From an optimization exercise on the open Yosys and OpenROAD flow, aimed at small area, a short achievable clock period and few clock cycles per item; shortcuts taken in it are not production practice.
Only simulation tests tie the RTL to the original design; equivalence was not proved.

// Milestone1_convert
module Milestone1_convert (
	input  logic          Clock,
	input  logic          Resetn,
	input  logic          Enable,
	input  logic   [15:0] SRAM_read_data,
	input  logic          redo,
	output logic          SRAM_we_n,
	output logic   [17:0] SRAM_address,
	output logic   [15:0] SRAM_write_data,
	output logic          Finish
);
export LEC_CHECK = 0
export CAP_MARGIN = 20
export CORE_MARGIN = 2
export CORE_UTILIZATION = 40
export SLEW_MARGIN = 20
export SYNTH_HIERARCHICAL = 1
create_clock -name core_clock -period 14.0 [get_ports {Clock}]
standard.sh (not shown) runs the stock make flow with config.mk's settings and CLKGATE_MAP_FILE= SYNTH_SCRIPT=/design/flow/synth_recipe.tcl, a recipe that flattens the netlist after the stock synthesis.
==> flow/flow/run.sh <==
#!/bin/bash
# Standard ORFS layout (standard.sh) with these changes in how it is made:
#  - the port buffers are buf_4 cells instead of the buffer ORFS picks
#  - clock tree: larger sink clusters, no dummy loads
#  - timing repair aims at a setup margin below the design's clock period
# The SDC, clock period and I/O constraints are the standard flow's, unchanged.
set -euo pipefail
bash standard.sh SETUP_SLACK_MARGIN=10.0 \
  "BUFFER_PORTS_ARGS=-buffer_cell sky130_fd_sc_hd__buf_4" \
  "CTS_ARGS=-sink_clustering_enable -repair_clock_nets -sink_clustering_size 36 -sink_clustering_max_diameter 70 -dont_use_dummy_load" \
  finish > orfs_make.log 2>&1
Testbench counts at the start, summed over its fixed seeds: cycles 1,547,720, frames 8.
Edit:
==> flow/run.sh (new file) <==
#!/bin/bash
# synth_recipe.tcl (not shown) runs the flow's synth.tcl, then flattens the netlist and writes it again
# the make line also repeats each setting of config.mk as NAME=value (left out here)
make -C /OpenROAD-flow-scripts/flow DESIGN_CONFIG=/design/flow/config.mk WORK_HOME=/design/flow/orfs CLKGATE_MAP_FILE= SYNTH_SCRIPT=/design/flow/synth_recipe.tcl finish
Settings changed: CTS_CLUSTER_DIAMETER set to 70, CTS_CLUSTER_SIZE set to 36.
removed: flow/flow/run.sh
removed: flow/standard.sh
What happened: Global-route usage came out higher by 0.11 points; design area came out higher slightly; via count came out higher slightly; routed wire length came out higher slightly; register-to-register slack gets worse by 0.54 ns.
Edit:
==> flow/flow/run.sh (new file) <==
#!/bin/bash
# Standard ORFS layout (standard.sh) with these changes in how it is made:
#  - the port buffers are buf_4 cells instead of the buffer ORFS picks
#  - clock tree: larger sink clusters, no dummy loads
#  - timing repair aims at a setup margin below the design's clock period
# The SDC, clock period and I/O constraints are the standard flow's, unchanged.
set -euo pipefail
bash standard.sh SETUP_SLACK_MARGIN=10.0 \
  "BUFFER_PORTS_ARGS=-buffer_cell sky130_fd_sc_hd__buf_4" \
  "CTS_ARGS=-sink_clustering_enable -repair_clock_nets -root_buf sky130_fd_sc_hd__clkbuf_16 -buf_list sky130_fd_sc_hd__clkbuf_8 -sink_clustering_size 18 -sink_clustering_max_diameter 50 -dont_use_dummy_load" \
  finish > orfs_make.log 2>&1
==> flow/standard.sh (new file) <==
#!/bin/bash
# synth_recipe.tcl (not shown) runs the flow's synth.tcl, then flattens the netlist and writes it again
# the make line also repeats each setting of config.mk as NAME=value (left out here)
make -C /OpenROAD-flow-scripts/flow DESIGN_CONFIG=/design/flow/config.mk WORK_HOME=/design/flow/orfs CLKGATE_MAP_FILE= SYNTH_SCRIPT=/design/flow/synth_recipe.tcl "${@:-finish}"
Settings changed: CTS_CLUSTER_DIAMETER 70 to unset, CTS_CLUSTER_SIZE 36 to unset.
removed: flow/run.sh
Effect: The new run completed with no timing, DRC or antenna violations. Die area stays the same. Synthesized cell count stays the same. Non-clock buffer count fell by 2. Cell area goes down by about 1.9%. Critical path depth is unchanged. Via count is about the same. Worst setup slack gains 0.44 ns. Wire length stays flat. Sequential share of layout area climbs by 0.77 points.


Setup of quartz:
Milestone1_convert, a different RTL version from the one above (not shown whole).
Size: roughly 2200 cells after synthesis, roughly 470 flip-flops, ~56 I/O pins.
// Milestone1_convert
module Milestone1_convert (
	input  logic          Clock,
	input  logic          Resetn,
	input  logic          Enable,
	input  logic   [15:0] SRAM_read_data,
	input  logic          redo,
	output logic          SRAM_we_n,
	output logic   [17:0] SRAM_address,
	output logic   [15:0] SRAM_write_data,
	output logic          Finish
);
clock: 14.0 ns
lec_check: 0
cap_margin: 20
core_margin: 2
core_utilization: 40
slew_margin: 20
synth_hierarchical: 1
==> flow/flow/run.sh <==
#!/bin/bash
# Standard ORFS layout (standard.sh) with two changes in how it is made:
#  - the port buffers are buf_4 cells instead of the buffer ORFS picks
#  - timing repair aims at a setup margin below the design's clock period
# The SDC, clock period and I/O constraints are the standard flow's, unchanged.
set -euo pipefail
bash standard.sh SETUP_SLACK_MARGIN=10.0 "BUFFER_PORTS_ARGS=-buffer_cell sky130_fd_sc_hd__buf_4" finish > orfs_make.log 2>&1
Every stage of the flow completed for quartz, and the final layout passed the timing, DRC and antenna checks.
Testbench counts of quartz, summed over its fixed seeds: cycles 1,545,808, frames 8.
Setup changes, quartz to raven
- putting CTS_BUF_LIST at sky130_fd_sc_hd__clkbuf_8 where nothing was set
[summary]
Between raven and quartz, the layout overhead on the synthesized area figures differ only marginally. As of raven, routed wire length per instance had fallen slightly compared to quartz. quartz was routed with fewer vias than raven. Compared with quartz, in raven arrival time of the worst setup path now sits higher, gate count after technology mapping closely matched the old numbers, detail-routed via count per cell shrank by 0.98%. Non-clock buffer count in raven is about 1.5% higher than in quartz. Taking quartz as the reference, in raven wire length after detailed routing +0.67%; flip-flop and latch area held steady; area of the multi-input gates comparable.
Modified inputs, tundra compared to raven
- CTS_BUF_LIST now sky130_fd_sc_hd__clkbuf_4 sky130_fd_sc_hd__clkbuf_8, was sky130_fd_sc_hd__clkbuf_8
## What came out
- Delta (tundra minus raven): multi-input logic area stayed essentially flat, final-layout worst hold slack stayed essentially flat, worst setup slack stayed essentially flat.
- Diff tundra..raven | global routing usage on met2 | negligible
- In tundra, the routed length on met3 came out about 4% below the value in raven.
### tundra -> lagoon
- swapping 40 for 60 in CORE_UTILIZATION
- clearing CTS_BUF_LIST, which used to be sky130_fd_sc_hd__clkbuf_4 sky130_fd_sc_hd__clkbuf_8
--- outcome ---
- Compared to tundra, lagoon has first-pass GRT wire length about 3% lower.
- | non-clock buffer share of cell area | lagoon vs tundra | ≈ equal |
- Ratio of cells with drive above 1 in the final layout sits lower in lagoon than in tundra.
- lagoon did not stop at any stage, and its layout met the timing, DRC and antenna checks.
- Final cell count, lagoon and tundra: smaller value in lagoon
- lagoon does better than tundra on setup slack.
- Sequential fraction of total cell area, lagoon and tundra: smaller value in tundra
Relative to lagoon, the following input files were edited for violet:
- CTS_CLUSTER_SIZE now 24, previously not set
- CTS_CLUSTER_DIAMETER now 60, previously not set
- CORE_UTILIZATION now 40, was 60
Findings:
violet ran to completion and came out clean on the timing, DRC and antenna checks. The cell area after layout on lagoon is in line with that on violet. Looking at routed wire length across both flows, violet is the weaker of the two, with lagoon ahead. Met1 wire length: violet vs lagoon, no meaningful difference. As far as first-pass detailed-route iteration total goes, lagoon and violet are indistinguishable; the numbers are identical.

separate check: timing with driven ports:
The flow's constraints put no driver on any port. The routed layouts listed below were extracted and timed again, unchanged, in two steps.
Step 1, drivers: a clkbuf_16 drives Clock and a buf_2 each remaining input, both assumed.
Step 2, shift: input delay + t, output delay - t, t = (earliest + latest rising clock arrival at the registers) / 2. This alone moves slack from input paths to output paths.
Slacks: ideal / step 1 / step 2; pairs: ideal / step 1.
run	t (ns)	slack for setup (ns)	slew at the worst register clock pin (ns)	worst slew at a driven data input, ns	pins driven straight from the clock port
the first run of note 1	0.638	10.097 / 10.035 / 10.307	0.12 / 0.12	0.07	1
the second run of note 1	0.651	9.657 / 9.600 / 9.767	0.12 / 0.12	0.05	1
the third run of note 1	0.595	10.101 / 10.041 / 10.294	0.10 / 0.10	0.07	1
quartz	0.651	10.066 / 10.010 / 10.171	0.06 / 0.06	0.06	1
raven	0.707	10.027 / 9.974 / 10.103	0.07 / 0.07	0.06	1
tundra	0.710	10.026 / 9.972 / 10.103	0.07 / 0.07	0.06	1
lagoon	0.655	10.057 / 9.995 / 10.132	0.06 / 0.06	0.04	1
violet	0.629	10.090 / 10.031 / 10.159	0.09 / 0.09	0.06	1
After both steps setup and hold are still met in every run listed.
